This design comes from an exercise in tuning for small area on the open sky130 flow, not from production work. The RTL was checked by simulation tests, not by an equivalence proof against the original design. Power figures rest on the tool's default switching activity, not on a simulated workload.

==> flow/design.v (excerpt) <==
module top (
    input             clk,
    input             rst,
    input             div_ready,
    input             div_datavalid_i,
    input      [31:0] div_dividend_i,
    input      [31:0] div_divisor_i,
    output reg        div_doing_o,
    output reg        div_qrvalid_o,
    output     [31:0] div_quotient_o,
    output     [31:0] div_remainder_o
);
Size: about 5800 cells after synthesis, roughly 1900 flip-flops, roughly 130 I/O pins.
==> flow/config.mk <==
export PLATFORM = sky130hd
export DESIGN_NAME = top
export DESIGN_NICKNAME = top
export VERILOG_FILES = /design/flow/design.v
export SDC_FILE = /design/flow/constraint.sdc
export NUM_CORES = 4
export LEC_CHECK = 0
export CAP_MARGIN = 20
export CORE_MARGIN = 2
export CORE_UTILIZATION = 40
export CTS_CLUSTER_DIAMETER = 110
export CTS_CLUSTER_SIZE = 28
export SLEW_MARGIN = 20
==> flow/constraint.sdc <==
create_clock -name core_clock -period 7.5 [get_ports {clk}]
set_input_delay 1.5000 -clock core_clock [delete_from_list [all_inputs] [get_ports {clk}]]
set_output_delay 1.5000 -clock core_clock [all_outputs]
set_load 0.01 [all_outputs]
run.sh (not shown) runs the stock make flow with config.mk's settings and CLKGATE_MAP_FILE= SYNTH_SCRIPT=/design/flow/synth_recipe.tcl, a recipe that flattens the netlist after the stock synthesis.
The starting point went through all stages and came out clean.
Change:
==> flow/flow/run.sh (new file) <==
#!/bin/bash
# The standard layout (standard.sh, which runs the standard synthesis and ORFS
# unchanged) with two placement/CTS options set through ORFS's own variables:
#  - every input and output port still gets its own buffer, but a buf_1 rather
#    than the larger default cell (the resizer may still upsize it);
#  - clock tree synthesis adds no dummy loads.
# make's full output goes to standard_flow.log; ORFS keeps each step's log
# under orfs/logs.
set -euo pipefail
export BUFFER_PORTS_ARGS="-inputs -outputs -buffer_cell sky130_fd_sc_hd__buf_1"
export CTS_ARGS="-sink_clustering_enable -repair_clock_nets -dont_use_dummy_load -sink_clustering_size 24 -sink_clustering_max_diameter 100"
bash standard.sh > standard_flow.log 2>&1
==> flow/standard.sh (new file) <==
#!/bin/bash
# synth_recipe.tcl (not shown) runs the flow's synth.tcl, then flattens the netlist and writes it again
# the make line also repeats each setting of config.mk as NAME=value (left out here)
make -C /OpenROAD-flow-scripts/flow DESIGN_CONFIG=/design/flow/config.mk WORK_HOME=/design/flow/orfs CLKGATE_MAP_FILE= SYNTH_SCRIPT=/design/flow/synth_recipe.tcl "${@:-finish}"
CORE_UTILIZATION = 60   (was 40)
CTS_CLUSTER_DIAMETER = 100   (was 110)
CTS_CLUSTER_SIZE = 24   (was 28)
removed: flow/run.sh
Clock power is about the same. Worst setup slack gets worse by 74 ps. First-iteration DRC count rose by 7.1%. Worst hold slack gets worse by 29 ps. Via count is about the same. Global-route usage rose by 7.1 points.
Change:
CORE_UTILIZATION = 40   (was 60)
What happened: Power went down by 0.48%; sequential cell count does not change; non-clock buffer count fell by 18; routed wire length drops by 0.97%; worst setup slack is better by 67 ps; synthesized cell count is unchanged.
Change:
==> flow/run.sh (new file) <==
#!/bin/bash
# synth_recipe.tcl (not shown) runs the flow's synth.tcl, then flattens the netlist and writes it again
# the make line also repeats each setting of config.mk as NAME=value (left out here)
make -C /OpenROAD-flow-scripts/flow DESIGN_CONFIG=/design/flow/config.mk WORK_HOME=/design/flow/orfs CLKGATE_MAP_FILE= SYNTH_SCRIPT=/design/flow/synth_recipe.tcl finish
CORE_UTILIZATION = 60   (was 40)
removed: flow/flow/run.sh
removed: flow/standard.sh
Result:
- The changed run completed with no timing, DRC or antenna violations
- worst hold slack gets better by 75 ps
- power rose by 1.5%
- wire length rose by 1.2%
Change:
CORE_UTILIZATION = 40   (was 60)
After rerunning:
- register-to-register slack got worse by 90 ps
- area after synthesis stays the same
- critical path depth climbs by 1
- sequential share of layout area went down by 0.83 points

Another version of the RTL of top (not shown whole).
For scale: about 5800 cells after synthesis, about 130 I/O pins, ~67000 um2 of cells after synthesis.
Design top, start of the top module:
module top (
    input             clk,
    input             rst,
    input             div_ready,
    input             div_datavalid_i,
    input      [31:0] div_dividend_i,
    input      [31:0] div_divisor_i,
    output reg        div_doing_o,
    output reg        div_qrvalid_o,
    output reg [31:0] div_quotient_o,
    output reg [31:0] div_remainder_o
);
export LEC_CHECK = 0
export CAP_MARGIN = 20
export CORE_MARGIN = 2
export CORE_UTILIZATION = 60
export CTS_BUF_LIST = sky130_fd_sc_hd__clkbuf_8
export CTS_CLUSTER_SIZE = 30
export SLEW_MARGIN = 20
create_clock -name core_clock -period 7.5 [get_ports {clk}]
Stock flow here: none of the scripts above is used.
Next try:
CORE_UTILIZATION = 40   (was 60)
CTS_BUF_LIST = unset   (was sky130_fd_sc_hd__clkbuf_8)
CTS_CLUSTER_DIAMETER = 120   (was unset)
What happened: The changed run produced a clean layout; wire length shrinks by about 1.6%; cell area shrinks by 3.9%; clock-buffer cell count came out lower by 299; worst setup slack got worse by 0.010 ns; area after synthesis stays the same; sequential cell count stays the same; core utilization went down by 25 points; register-to-register slack hardly moves.
Next try:
==> flow/flow/run.sh (new file) <==
#!/bin/bash
# Standard layout, with clock tree synthesis told not to add dummy loads.
set -euo pipefail
export CTS_ARGS="-sink_clustering_enable -repair_clock_nets -dont_use_dummy_load"
bash standard.sh > standard_flow.log 2>&1
==> flow/standard.sh (new file) <==
#!/bin/bash
# synth_recipe.tcl (not shown) runs the flow's synth.tcl, then flattens the netlist and writes it again
# the make line also repeats each setting of config.mk as NAME=value (left out here)
make -C /OpenROAD-flow-scripts/flow DESIGN_CONFIG=/design/flow/config.mk WORK_HOME=/design/flow/orfs CLKGATE_MAP_FILE= SYNTH_SCRIPT=/design/flow/synth_recipe.tcl "${@:-finish}"
CTS_CLUSTER_DIAMETER = unset   (was 120)
CTS_CLUSTER_SIZE = unset   (was 30)
removed: flow/run.sh
After rerunning:
- sequential power is about the same
- via count came out higher by about 1.7%
- first-iteration DRC count fell by 3.9%
Next try:
==> flow/run.sh (new file) <==
#!/bin/bash
# synth_recipe.tcl (not shown) runs the flow's synth.tcl, then flattens the netlist and writes it again
# the make line also repeats each setting of config.mk as NAME=value (left out here)
make -C /OpenROAD-flow-scripts/flow DESIGN_CONFIG=/design/flow/config.mk WORK_HOME=/design/flow/orfs CLKGATE_MAP_FILE= SYNTH_SCRIPT=/design/flow/synth_recipe.tcl finish
CORE_UTILIZATION = 60   (was 40)
CTS_BUF_LIST = sky130_fd_sc_hd__clkbuf_4   (was unset)
removed: flow/flow/run.sh
removed: flow/standard.sh
Effect: Clock-buffer cell count climbs by 510; synthesized area does not change; power increases by 1.5%; clock skew increases by 0.0044 ns; worst hold slack gets worse by 0.025 ns; worst setup slack gains 0.042 ns.

## static timing again, ports no longer ideal
How much do the figures lean on ideal ports? The routed layouts below were timed once more, with nothing changed but the port constraints.
Step 1, drivers: a clkbuf_16 drives clk and a buf_2 each remaining input, both assumed.
Step 2 moves the port delays by t, midway between the first and last clock arrival at a register: inputs arrive t later, outputs are due t later. That takes back most of the time a late clock gives input paths.
Slacks: ideal ports / drivers / drivers and shift; pairs: ideal ports / drivers.
run	t, ns	slack for setup (ns)	worst setup path at the end	worst register clock-pin slew, ns
the first run of note 1	0.787	0.479 / 0.479 / 0.172	input to register	0.11 / 0.11
the second run of note 1	0.718	0.405 / 0.405 / 0.405	register to register	0.10 / 0.10
the third run of note 1	0.776	0.473 / 0.473 / 0.224	input to register	0.10 / 0.10
the fourth run of note 1	0.762	0.581 / 0.581 / 0.186	input to register	0.10 / 0.10
the fifth run of note 1	0.811	0.496 / 0.496 / 0.139	input to register	0.10 / 0.10
the first run of note 2	0.961	0.586 / 0.586 / 0.265	input to register	0.07 / 0.07
the second run of note 2	0.795	0.576 / 0.576 / -0.056	input to register	0.12 / 0.12
the third run of note 2	0.847	0.526 / 0.526 / -0.049	input to register	0.06 / 0.06
the fourth run of note 2	1.262	0.567 / 0.567 / 0.211	input to register	0.08 / 0.08
Met with ideal ports but missed after step 2: setup timing in the second run of note 2 and the third run of note 2. The setup slack of the second run of note 2, which loses most, moves by 0.000 ns with the drivers and by -0.632 ns with both steps.
